What follows belongs to an exercise in optimizing a design on an open flow for small area; a production flow would make more cautious choices. Only simulation tests tie the RTL to the original design; equivalence was not proved. Power figures rest on the tool's default switching activity, not on a simulated workload.

==> flow/design.v <==
module alu (
    input  wire [7:0] a,
    input  wire [7:0] b,
    input  wire [2:0] op,
    output reg  [7:0] result,
    output wire       equal_out,
    output wire       carry_out
);
    wire       sub = (op == 3'd1);
    wire [8:0] sum = {1'b0, a} + {1'b0, sub ? ~b : b} + {8'd0, sub};
    wire       big = |b[7:3];
    wire [7:0] shl = big ? 8'd0 : (a << b[2:0]);
    wire [7:0] shr = big ? 8'd0 : (a >> b[2:0]);
    assign equal_out = (op == 3'd5) & (a == b);
    assign carry_out = (op == 3'd0) & sum[8];
    always @(*) begin
        case (op)
            3'd0, 3'd1: result = sum[7:0];
            3'd2:       result = a & b;
            3'd3:       result = a | b;
            3'd4:       result = ~a;
            3'd6:       result = shl;
            3'd7:       result = shr;
            default:    result = 8'd0;
        endcase
    end
endmodule
module sram_64x8 (
    input  wire       clk,
    input  wire       arst_n,
    input  wire       wr_req,     
    input  wire [5:0] addr,       
    input  wire [7:0] wdata,      
    output wire [7:0] rdata
);
    reg  [5:0] tau;
    reg        swept;
    reg        wr_late;
    reg  [7:0] wbuf;              
    reg  [7:0] ring_e [0:31];     
    reg  [7:0] ring_o [0:31];     
    wire [5:0] pos = addr + tau;           
    wire       now = wr_req & ~pos[0];     
    wire       wr  = now | wr_late;
    wire [4:0] port = pos[5:1];            
    wire [7:0] wd  = swept ? (wr_late ? wbuf : wdata) : 8'd0;
    assign rdata = pos[0] ? ring_o[pos[5:1]] : ring_e[pos[5:1]];
    always @(posedge clk or negedge arst_n) begin
        if (!arst_n) begin
            tau     <= 6'd0;
            swept   <= 1'b0;
            wr_late <= 1'b0;
        end else begin
            tau     <= tau + 6'd1;
            swept   <= 1'b1;
            wr_late <= wr_req & pos[0];
        end
    end
    integer q;
    always @(posedge clk) begin
        wbuf <= wdata;
        ring_e[0] <= ring_o[31];
        for (q = 1; q < 32; q = q + 1)
            ring_e[q] <= ring_o[q-1];
    end
    always @(posedge clk or negedge arst_n) begin
        if (!arst_n) begin
            for (q = 0; q < 32; q = q + 1)
                ring_o[q] <= 8'd0;
        end else begin
            for (q = 0; q < 32; q = q + 1)
                ring_o[q] <= ((wr & (port == q)) | ~swept) ? wd : ring_e[q];
        end
    end
endmodule
module uc_8bits (
    input  wire        clk,
    input  wire        clk_valid,
    input  wire        arst_n,
    input  wire [7:0]  in,
    input  wire [15:0] flash_data,
    output wire [7:0]  out0, out1,
    output wire [11:0] pc_out,
    output wire        bootstrapping,
    output wire        cu_state,
    output wire        equal_flag, carry_flag,
    output wire        out_select
);
    reg        state;
    reg [11:0] pc;
    reg [3:0]  op;           
    reg [3:0]  rd;           
    reg [7:0]  ab;           
    reg [7:0]  a_q;          
    reg [1:0]  fl_src;       
    reg [1:0]  fl;           
    reg [7:0]  out_gpio;
    reg        out_sel;
    reg [7:0]  regs [0:15];
    wire [3:0] f_op = flash_data[15:12];
    wire [3:0] ra   = ab[7:4];
    wire [3:0] rb   = ab[3:0];
    wire [3:0] rp_addr = state ? rb : flash_data[7:4];
    wire [7:0] rp = regs[rp_addr];
    wire [7:0] rq = regs[rd];
    wire [7:0] alu_y;
    wire       alu_eq, alu_c;
    alu ALU (.a(a_q), .b(rp), .op(op[2:0]), .result(alu_y),
             .equal_out(alu_eq), .carry_out(alu_c));
    wire       ex_v = clk_valid & state;
    reg        st_prev;      
    wire [7:0] sram_q;
    sram_64x8 SRAM (.clk(clk), .arst_n(arst_n),
                    .wr_req(ex_v & ((op == 4'd2) | st_prev)),
                    .addr({ra[1:0], rb}), .wdata(rq), .rdata(sram_q));
    wire        taken = (op == 4'd3) | ((op == 4'd4) & fl[1]) | ((op == 4'd5) & fl[0]);
    wire [11:0] pc_d  = taken ? {rd, ab} : pc + 12'd1;
    wire [7:0]  in_val = (pc_d[11:9] == 3'd0) ? flash_data[7:0] : in;
    always @(posedge clk or negedge arst_n) begin
        if (!arst_n) begin
            state <= 1'b0;
            pc    <= 12'd0;
            op    <= 4'd0;
            st_prev <= 1'b0;
        end else if (clk_valid) begin
            state <= ~state;
            if (!state) begin
                pc <= pc_d;
                op <= f_op;
                st_prev <= (op == 4'd2);
            end
        end
    end
    always @(posedge clk) begin
        if (clk_valid & ~state) begin
            rd <= flash_data[11:8];
            ab <= flash_data[7:0];
        end
        if (!state)
            a_q <= (f_op == 4'd6) ? in_val : rp;
    end
    always @(posedge clk or negedge arst_n) begin
        if (!arst_n) begin
            fl_src   <= 2'b00;
            fl       <= 2'b00;
            out_gpio <= 8'd0;
            out_sel  <= 1'b0;
        end else if (clk_valid) begin
            if (state) begin
                fl_src <= {alu_eq, alu_c};
                if (op == 4'd7) begin
                    out_gpio <= rq;
                    out_sel  <= rb[0];
                end
            end else begin
                fl <= fl_src;
            end
        end
    end
    wire       rf_we = ex_v & (op[3] | (op == 4'd1) | (op == 4'd6));
    wire [7:0] rf_wd = op[3] ? alu_y : (op[1] ? a_q : sram_q);
    integer i;
    always @(posedge clk or negedge arst_n) begin
        if (!arst_n) begin
            for (i = 0; i < 16; i = i + 1)
                regs[i] <= 8'd0;
        end else if (rf_we) begin
            regs[rd] <= rf_wd;
        end
    end
    assign pc_out        = pc;
    assign bootstrapping = (pc[11:9] == 3'd0);
    assign cu_state      = state;
    assign equal_flag    = fl[1];
    assign carry_flag    = fl[0];
    assign out_select    = out_sel;
    assign out0          = out_sel ? 8'd0 : out_gpio;
    assign out1          = out_sel ? out_gpio : 8'd0;
endmodule
==> flow/config.mk <==
export PLATFORM = sky130hd
export DESIGN_NAME = uc_8bits
export DESIGN_NICKNAME = uc_8bits
export VERILOG_FILES = /design/flow/design.v
export SDC_FILE = /design/flow/constraint.sdc
export NUM_CORES = 4
export LEC_CHECK = 0
export ABC_AREA = 1
export CAP_MARGIN = 10
export CORE_MARGIN = 2
export CORE_UTILIZATION = 55
export CTS_BUF_LIST = sky130_fd_sc_hd__clkbuf_4
export SLEW_MARGIN = 10
==> flow/constraint.sdc <==
create_clock -name core_clock -period 10.0 [get_ports {clk}]
set_input_delay 2.0000 -clock core_clock [delete_from_list [all_inputs] [get_ports {clk}]]
set_output_delay 2.0000 -clock core_clock [all_outputs]
set_load 0.01 [all_outputs]
run.sh (not shown) runs the stock make flow with config.mk's settings and CLKGATE_MAP_FILE= SYNTH_SCRIPT=/design/flow/synth_recipe.tcl, a recipe that flattens the netlist after the stock synthesis.
The baseline completed with no timing, DRC or antenna violations.
Rerun with:
--- a/flow/design.v
+++ b/flow/design.v
@@ -33,20 +33,19 @@
     input  wire [7:0] wdata,      
     output wire [7:0] rdata
 );
     reg  [5:0] tau;
     reg        swept;
     reg        wr_late;
-    reg  [7:0] wbuf;              
     reg  [7:0] ring_e [0:31];     
     reg  [7:0] ring_o [0:31];     
     wire [5:0] pos = addr + tau;           
     wire       now = wr_req & ~pos[0];     
     wire       wr  = now | wr_late;
     wire [4:0] port = pos[5:1];            
-    wire [7:0] wd  = swept ? (wr_late ? wbuf : wdata) : 8'd0;
+    wire [7:0] wd  = swept ? wdata : 8'd0;
     assign rdata = pos[0] ? ring_o[pos[5:1]] : ring_e[pos[5:1]];
     always @(posedge clk or negedge arst_n) begin
         if (!arst_n) begin
             tau     <= 6'd0;
             swept   <= 1'b0;
             wr_late <= 1'b0;
@@ -55,13 +54,12 @@
             swept   <= 1'b1;
             wr_late <= wr_req & pos[0];
         end
     end
     integer q;
     always @(posedge clk) begin
-        wbuf <= wdata;
         ring_e[0] <= ring_o[31];
         for (q = 1; q < 32; q = q + 1)
             ring_e[q] <= ring_o[q-1];
     end
     always @(posedge clk or negedge arst_n) begin
         if (!arst_n) begin
@@ -97,25 +95,29 @@
     reg [7:0]  out_gpio;
     reg        out_sel;
     reg [7:0]  regs [0:15];
     wire [3:0] f_op = flash_data[15:12];
     wire [3:0] ra   = ab[7:4];
     wire [3:0] rb   = ab[3:0];
-    wire [3:0] rp_addr = state ? rb : flash_data[7:4];
+    wire       f_rd_d  = (f_op == 4'd2) | (f_op == 4'd7);
+    wire       ex_st   = (op == 4'd2);
+    wire [3:0] rp_addr = state ? (ex_st ? flash_data[11:8] : rb)
+                               : (f_rd_d ? flash_data[11:8] : flash_data[7:4]);
     wire [7:0] rp = regs[rp_addr];
-    wire [7:0] rq = regs[rd];
     wire [7:0] alu_y;
     wire       alu_eq, alu_c;
     alu ALU (.a(a_q), .b(rp), .op(op[2:0]), .result(alu_y),
              .equal_out(alu_eq), .carry_out(alu_c));
     wire       ex_v = clk_valid & state;
     reg        st_prev;      
+    reg  [7:0] st_next;      
     wire [7:0] sram_q;
     sram_64x8 SRAM (.clk(clk), .arst_n(arst_n),
-                    .wr_req(ex_v & ((op == 4'd2) | st_prev)),
-                    .addr({ra[1:0], rb}), .wdata(rq), .rdata(sram_q));
+                    .wr_req(ex_v & (ex_st | st_prev)),
+                    .addr({ra[1:0], rb}), .wdata(ex_st ? a_q : st_next),
+                    .rdata(sram_q));
     wire        taken = (op == 4'd3) | ((op == 4'd4) & fl[1]) | ((op == 4'd5) & fl[0]);
     wire [11:0] pc_d  = taken ? {rd, ab} : pc + 12'd1;
     wire [7:0]  in_val = (pc_d[11:9] == 3'd0) ? flash_data[7:0] : in;
     always @(posedge clk or negedge arst_n) begin
         if (!arst_n) begin
             state <= 1'b0;
@@ -135,24 +137,26 @@
         if (clk_valid & ~state) begin
             rd <= flash_data[11:8];
             ab <= flash_data[7:0];
         end
         if (!state)
             a_q <= (f_op == 4'd6) ? in_val : rp;
+        if (state & ex_st)
+            st_next <= rp;
     end
     always @(posedge clk or negedge arst_n) begin
         if (!arst_n) begin
             fl_src   <= 2'b00;
             fl       <= 2'b00;
             out_gpio <= 8'd0;
             out_sel  <= 1'b0;
         end else if (clk_valid) begin
             if (state) begin
                 fl_src <= {alu_eq, alu_c};
                 if (op == 4'd7) begin
-                    out_gpio <= rq;
+                    out_gpio <= a_q;
                     out_sel  <= rb[0];
                 end
             end else begin
                 fl <= fl_src;
             end
         end
Effect: The changed run produced a clean layout; total power is higher by 4.7%; global-route usage rose by 3.8 points; wire length increases by 8.1%; utilization climbs by 0.40 points; final area falls by 1.5%; count of clock-buffer cells in the layout decreases by 1; die area drops by 1.7%; via count hardly moves; synthesized cell count went down by 3.9%; synthesized area is lower by 1.8%.

[static timing again, ports no longer ideal]
No port has a modelled driver above. Below, the same layouts with a new extraction and two added sets of constraints.
Step 1 assumes that a clkbuf_16 drives the clock port and a buf_2 every other input.
Step 2 also shifts input and output timing later by t, the mid clock arrival at the registers, as if the neighbouring blocks saw the same clock.
Slacks: ideal / step 1 / step 2; pairs: ideal / step 1.
run | t, ns | setup WS [ns] | worst data-port slew with drivers (ns)
the first run | 1.058 | 4.069 / 4.109 / 3.050 | 0.05
the second run | 1.131 | 4.163 / 4.200 / 3.069 | 0.05
After both steps every run listed still meets setup and hold. For the second run, which loses most, drivers alone change the setup slack by +0.037 ns; drivers and shift together by -1.094 ns.
